Background: an optimization exercise with open tools, aiming at small area, a short achievable clock period and few clock cycles. Do not read the settings as production practice. In this exercise RTL edits were held to simulation tests only and were not proved equivalent to the original. Power figures rest on the tool's default switching activity, not on a simulated workload.

==> trial 76: inputs <==
==> flow/design.v <==
module DIV(
  input         clock,
  input         reset,
  output        io_in_ready,
  input         io_in_valid,
  input         io_in_bits_ctrl_flow_divw,
  input         io_in_bits_ctrl_flow_div_signed,
  input         io_in_bits_ctrl_flow_flush,
  input  [31:0] io_in_bits_ctrl_data_src1,
  input  [31:0] io_in_bits_ctrl_data_src2,
  input         io_out_ready,
  output        io_out_valid,
  output [31:0] io_out_bits_result_quotient,
  output [31:0] io_out_bits_result_remainder
);
  localparam [2:0] S_LOAD = 3'd0, S_ALIGN = 3'd1, S_ITER = 3'd2,
                   S_RESTORE = 3'd3, S_DONE = 3'd4;
  function [1:0] lz2(input [1:0] v);
    lz2 = {~v[1] & ~v[0], ~v[1]};
  endfunction
  function [2:0] lz4(input [3:0] v);
    reg [1:0] h, l;
    begin
      h = lz2(v[3:2]); l = lz2(v[1:0]);
      lz4 = {h[1] & l[1], h[1], h[1] ? l[0] : h[0]};
    end
  endfunction
  function [3:0] lz8(input [7:0] v);
    reg [2:0] h, l;
    begin
      h = lz4(v[7:4]); l = lz4(v[3:0]);
      lz8 = {h[2] & l[2], h[2], h[2] ? l[1:0] : h[1:0]};
    end
  endfunction
  function [4:0] lz16(input [15:0] v);
    reg [3:0] h, l;
    begin
      h = lz8(v[15:8]); l = lz8(v[7:0]);
      lz16 = {h[3] & l[3], h[3], h[3] ? l[2:0] : h[2:0]};
    end
  endfunction
  function [5:0] lzc32(input [31:0] v);
    reg [4:0] h, l;
    begin
      h = lz16(v[31:16]); l = lz16(v[15:0]);
      lzc32 = (h[4] & l[4]) ? 6'd32 : {1'b0, h[4], h[4] ? l[3:0] : h[3:0]};
    end
  endfunction
  wire [31:0] a  = io_in_bits_ctrl_data_src1;
  wire [31:0] b  = io_in_bits_ctrl_data_src2;
  wire        sg = io_in_bits_ctrl_flow_div_signed;
  wire        go = io_in_valid & ~io_in_bits_ctrl_flow_flush;
  reg  [2:0]  state;
  reg         done;    
  reg  [32:0] X;       
  reg  [32:0] E;       
  reg  [31:0] Q;       
  reg  [4:0]  cnt;     
  reg  [5:0]  la, lb;  
  reg         neg_a;   
  reg         neg_q;   
  wire        sa  = sg & a[31];
  wire        sb  = sg & b[31];
  wire        nq  = sa ^ sb;
  wire [31:0] ap  = sa ? {~a[30:0], 1'b1} : a;
  wire [31:0] bp  = b ^ {32{sb}};
  wire [5:0]  lza = lzc32(ap);
  wire [5:0]  lzb = lzc32(bp);
  wire        dz  = (b == 32'd0);
  wire [31:0] sm1 = ap  | {1'b0, ap[31:1]};
  wire [31:0] sm2 = sm1 | {2'b0, sm1[31:2]};
  wire [31:0] sm4 = sm2 | {4'b0, sm2[31:4]};
  wire [31:0] sm8 = sm4 | {8'b0, sm4[31:8]};
  wire [31:0] sma = sm8 | {16'b0, sm8[31:16]};
  wire        short = |(bp & ~sma);
  wire [31:0] qdz = (sg & ~a[31]) ? 32'd1 : 32'hffffffff;
  wire [6:0]  sfull = {1'b0, lb} - {1'b0, la};
  wire [4:0]  s   = (sfull[5] | sfull[4:0] == 5'd31) ? 5'd31 : sfull[4:0];
  wire [32:0] Esh = (E << s) ^ {33{~neg_q}};
  wire        cin = ~neg_q;
  wire [33:0] T1  = {X, 1'b1} + {E, cin};
  wire [32:0] T   = T1[33:1];
  wire        tz  = &((X ^ E) ~^ {X[31:0] | E[31:0], cin});
  wire        acc = neg_a ? (T[32] | tz) : ~T[32];
  wire        stp = (state == S_ALIGN) ? neg_q : (state != S_LOAD);
  wire        xen = acc & stp;
  always @(posedge clock) begin
    if (reset) begin
      state <= S_LOAD;
      done  <= 1'b0;
    end else if (!go) begin
      state <= S_LOAD;
      done  <= 1'b0;
    end else begin
      case (state)
        S_LOAD: begin
          state <= (dz | short) ? S_DONE : S_ALIGN;
          done  <= dz | short;
        end
        S_ALIGN: begin
          state <= (neg_q & ~acc) ? S_RESTORE : S_ITER;
          done  <= 1'b0;
        end
        S_ITER: begin
          state <= (cnt == 5'd0) ? S_DONE : S_ITER;
          done  <= (cnt == 5'd0);
        end
        S_RESTORE: begin
          state <= S_DONE;
          done  <= 1'b1;
        end
        default: begin
          state <= S_LOAD;
          done  <= 1'b0;
        end
      endcase
    end
  end
  always @(posedge clock) begin
    la <= lza;
    lb <= lzb;
    case (state)
      S_LOAD: begin
        X     <= {sa, a};
        E     <= {sb, b};
        Q     <= dz ? qdz : 32'd0;
        neg_a <= sa;
        neg_q <= nq;
      end
      S_ALIGN: begin
        if (xen) X <= T;
        Q   <= {32{neg_q}};
        E   <= Esh;
        cnt <= s;
      end
      S_RESTORE: begin
        Q   <= 32'd0;
        E   <= {E[32], E[32:1]};
        cnt <= cnt - 5'd1;
      end
      default: begin
        if (xen) X <= T;
        Q   <= {Q[30:0], acc ^ neg_q};
        E   <= {E[32], E[32:1]};
        cnt <= cnt - 5'd1;
      end
    endcase
  end
  assign io_in_ready = 1'b1;
  assign io_out_valid = done;
  assign io_out_bits_result_quotient = Q;
  assign io_out_bits_result_remainder = X[31:0];
endmodule
==> flow/run.sh <==
#!/bin/bash
# synth_recipe.tcl (not shown) runs the flow's synth.tcl, then flattens the netlist and writes it again
# the make line also repeats each setting of config.mk as NAME=value (left out here)
make -C /OpenROAD-flow-scripts/flow DESIGN_CONFIG=/design/flow/config.mk WORK_HOME=/design/flow/orfs CLKGATE_MAP_FILE= SYNTH_SCRIPT=/design/flow/synth_recipe.tcl finish
==> flow/config.mk <==
export PLATFORM = sky130hd
export DESIGN_NAME = DIV
export DESIGN_NICKNAME = DIV
export VERILOG_FILES = /design/flow/design.v
export SDC_FILE = /design/flow/constraint.sdc
export NUM_CORES = 4
export LEC_CHECK = 0
export ABC_CLOCK_PERIOD_IN_PS = 3000
export CAP_MARGIN = 20
export CORE_MARGIN = 2
export CORE_UTILIZATION = 40
export PLACE_DENSITY = 0.6
export SETUP_SLACK_MARGIN = 4.4
export SLEW_MARGIN = 20
==> flow/constraint.sdc <==
create_clock -name core_clock -period 8.0 [get_ports {clock}]
set_input_delay 1.6000 -clock core_clock [delete_from_list [all_inputs] [get_ports {clock}]]
set_output_delay 1.6000 -clock core_clock [all_outputs]
set_load 0.01 [all_outputs]
==> inputs of build 39, as changes to trial 76 <==
--- a/flow/design.v
+++ b/flow/design.v
@@ -65,3 +65,3 @@
   wire [31:0] ap  = sa ? {~a[30:0], 1'b1} : a;
-  wire [31:0] bp  = b ^ {32{sb}};
+  wire [31:0] bp  = sb ? {~b[31:1], 1'b1} : b;
   wire [5:0]  lza = lzc32(ap);
@@ -76,5 +76,9 @@
   wire [31:0] qdz = (sg & ~a[31]) ? 32'd1 : 32'hffffffff;
-  wire [6:0]  sfull = {1'b0, lb} - {1'b0, la};
-  wire [4:0]  s   = (sfull[5] | sfull[4:0] == 5'd31) ? 5'd31 : sfull[4:0];
-  wire [32:0] Esh = (E << s) ^ {33{~neg_q}};
+  wire [4:0]  s   = lb[4:0] - la[4:0];
+  wire        f   = ~neg_q;
+  wire [32:0] sh1 = s[0] ? {E[31:0], f}               : E;
+  wire [32:0] sh2 = s[1] ? {sh1[30:0], {2{f}}}        : sh1;
+  wire [32:0] sh3 = s[2] ? {sh2[28:0], {4{f}}}        : sh2;
+  wire [32:0] sh4 = s[3] ? {sh3[24:0], {8{f}}}        : sh3;
+  wire [32:0] Esh = s[4] ? {sh4[16:0], {16{f}}}       : sh4;
   wire        cin = ~neg_q;
@@ -124,3 +128,3 @@
         X     <= {sa, a};
-        E     <= {sb, b};
+        E     <= {sb, b} ^ {33{~nq}};    
         Q     <= dz ? qdz : 32'd0;
==> flow/flow/run.sh (new file) <==
#!/bin/bash
export BUFFER_PORTS_ARGS="-buffer_cell sky130_fd_sc_hd__buf_1"
bash standard.sh > standard.log 2>&1
==> flow/standard.sh (new file) <==
#!/bin/bash
# synth_recipe.tcl (not shown) runs the flow's synth.tcl, then flattens the netlist and writes it again
# the make line also repeats each setting of config.mk as NAME=value (left out here)
make -C /OpenROAD-flow-scripts/flow DESIGN_CONFIG=/design/flow/config.mk WORK_HOME=/design/flow/orfs CLKGATE_MAP_FILE= SYNTH_SCRIPT=/design/flow/synth_recipe.tcl "${@:-finish}"
ABC_AREA = 1   (was default)
CAP_MARGIN = 0   (was 20)
CTS_BUF_LIST = sky130_fd_sc_hd__clkbuf_8   (was default)
SETUP_SLACK_MARGIN = 5   (was 4.4)
SLEW_MARGIN = 0   (was 20)
removed: flow/run.sh
==> key figures <==
Worst hold path
  – Hold worst-path end: Q[31]

Synth
  – Share of the synthesized area in the top cell type: 16.6%
  – Syn Area/Cell: 6.30 µm²

Status
  – Outcome: complete, no violations

Setup path
  – CP Capture Point: state[2]

Routing
  – Routed Wire Length: 50200 µm
  – WL/cell: 20.7 µm

Cells and area
  – Final instance area: 15000 µm²
Source of the figures above: build 39

==> key figures <==
Cells and area
  – Final instance area: 15700 µm²

Setup path
  – CP Capture Point: E[18]

Synth
  – Share of the synthesized area in the top cell type: 13.0%
  – Syn Area/Cell: 7.52 µm²

Routing
  – WL/cell: 24.0 µm
  – Routed Wire Length: 51600 µm

Status
  – Outcome: complete, no violations

Power
  – Combinational power: 1.93 mW

Clocking
  – Post-CTS sizing: 183

Worst hold path
  – Hold worst-path end: Q[19]
Source of the figures above: trial 76

Testbench counts of trial 76, summed over its fixed seeds: cycles 16,913.
Testbench counts of build 39, summed over its fixed seeds: cycles 16,908.

## port drivers added, routing unchanged
No port has a modelled driver above. Below, the same layouts with a new extraction and two added sets of constraints.
Step 1 assumes that a clkbuf_16 drives the clock port and a buf_2 every other input.
Step 2, shift: input delay + t, output delay - t, t = (earliest + latest rising clock arrival at the registers) / 2. This alone moves slack from input paths to output paths.
a / b / c = no drivers / after step 1 / after step 2; a / b = the first two.
run | t (ns) | setup slack, ns | hold WS [ns] | worst slew at a driven data input, ns | pins driven straight from the clock port
trial 76 | 0.485 | 4.307 / 4.307 / 4.014 | 0.451 / 0.451 / 0.451 | 0.04 | 1
build 39 | 0.499 | 4.880 / 4.861 / 4.362 | 0.467 / 0.467 / 0.467 | 0.06 | 1
After both steps setup and hold are still met in every run listed. The setup slack of build 39, which loses most, moves by -0.019 ns with the drivers and by -0.518 ns with both steps.
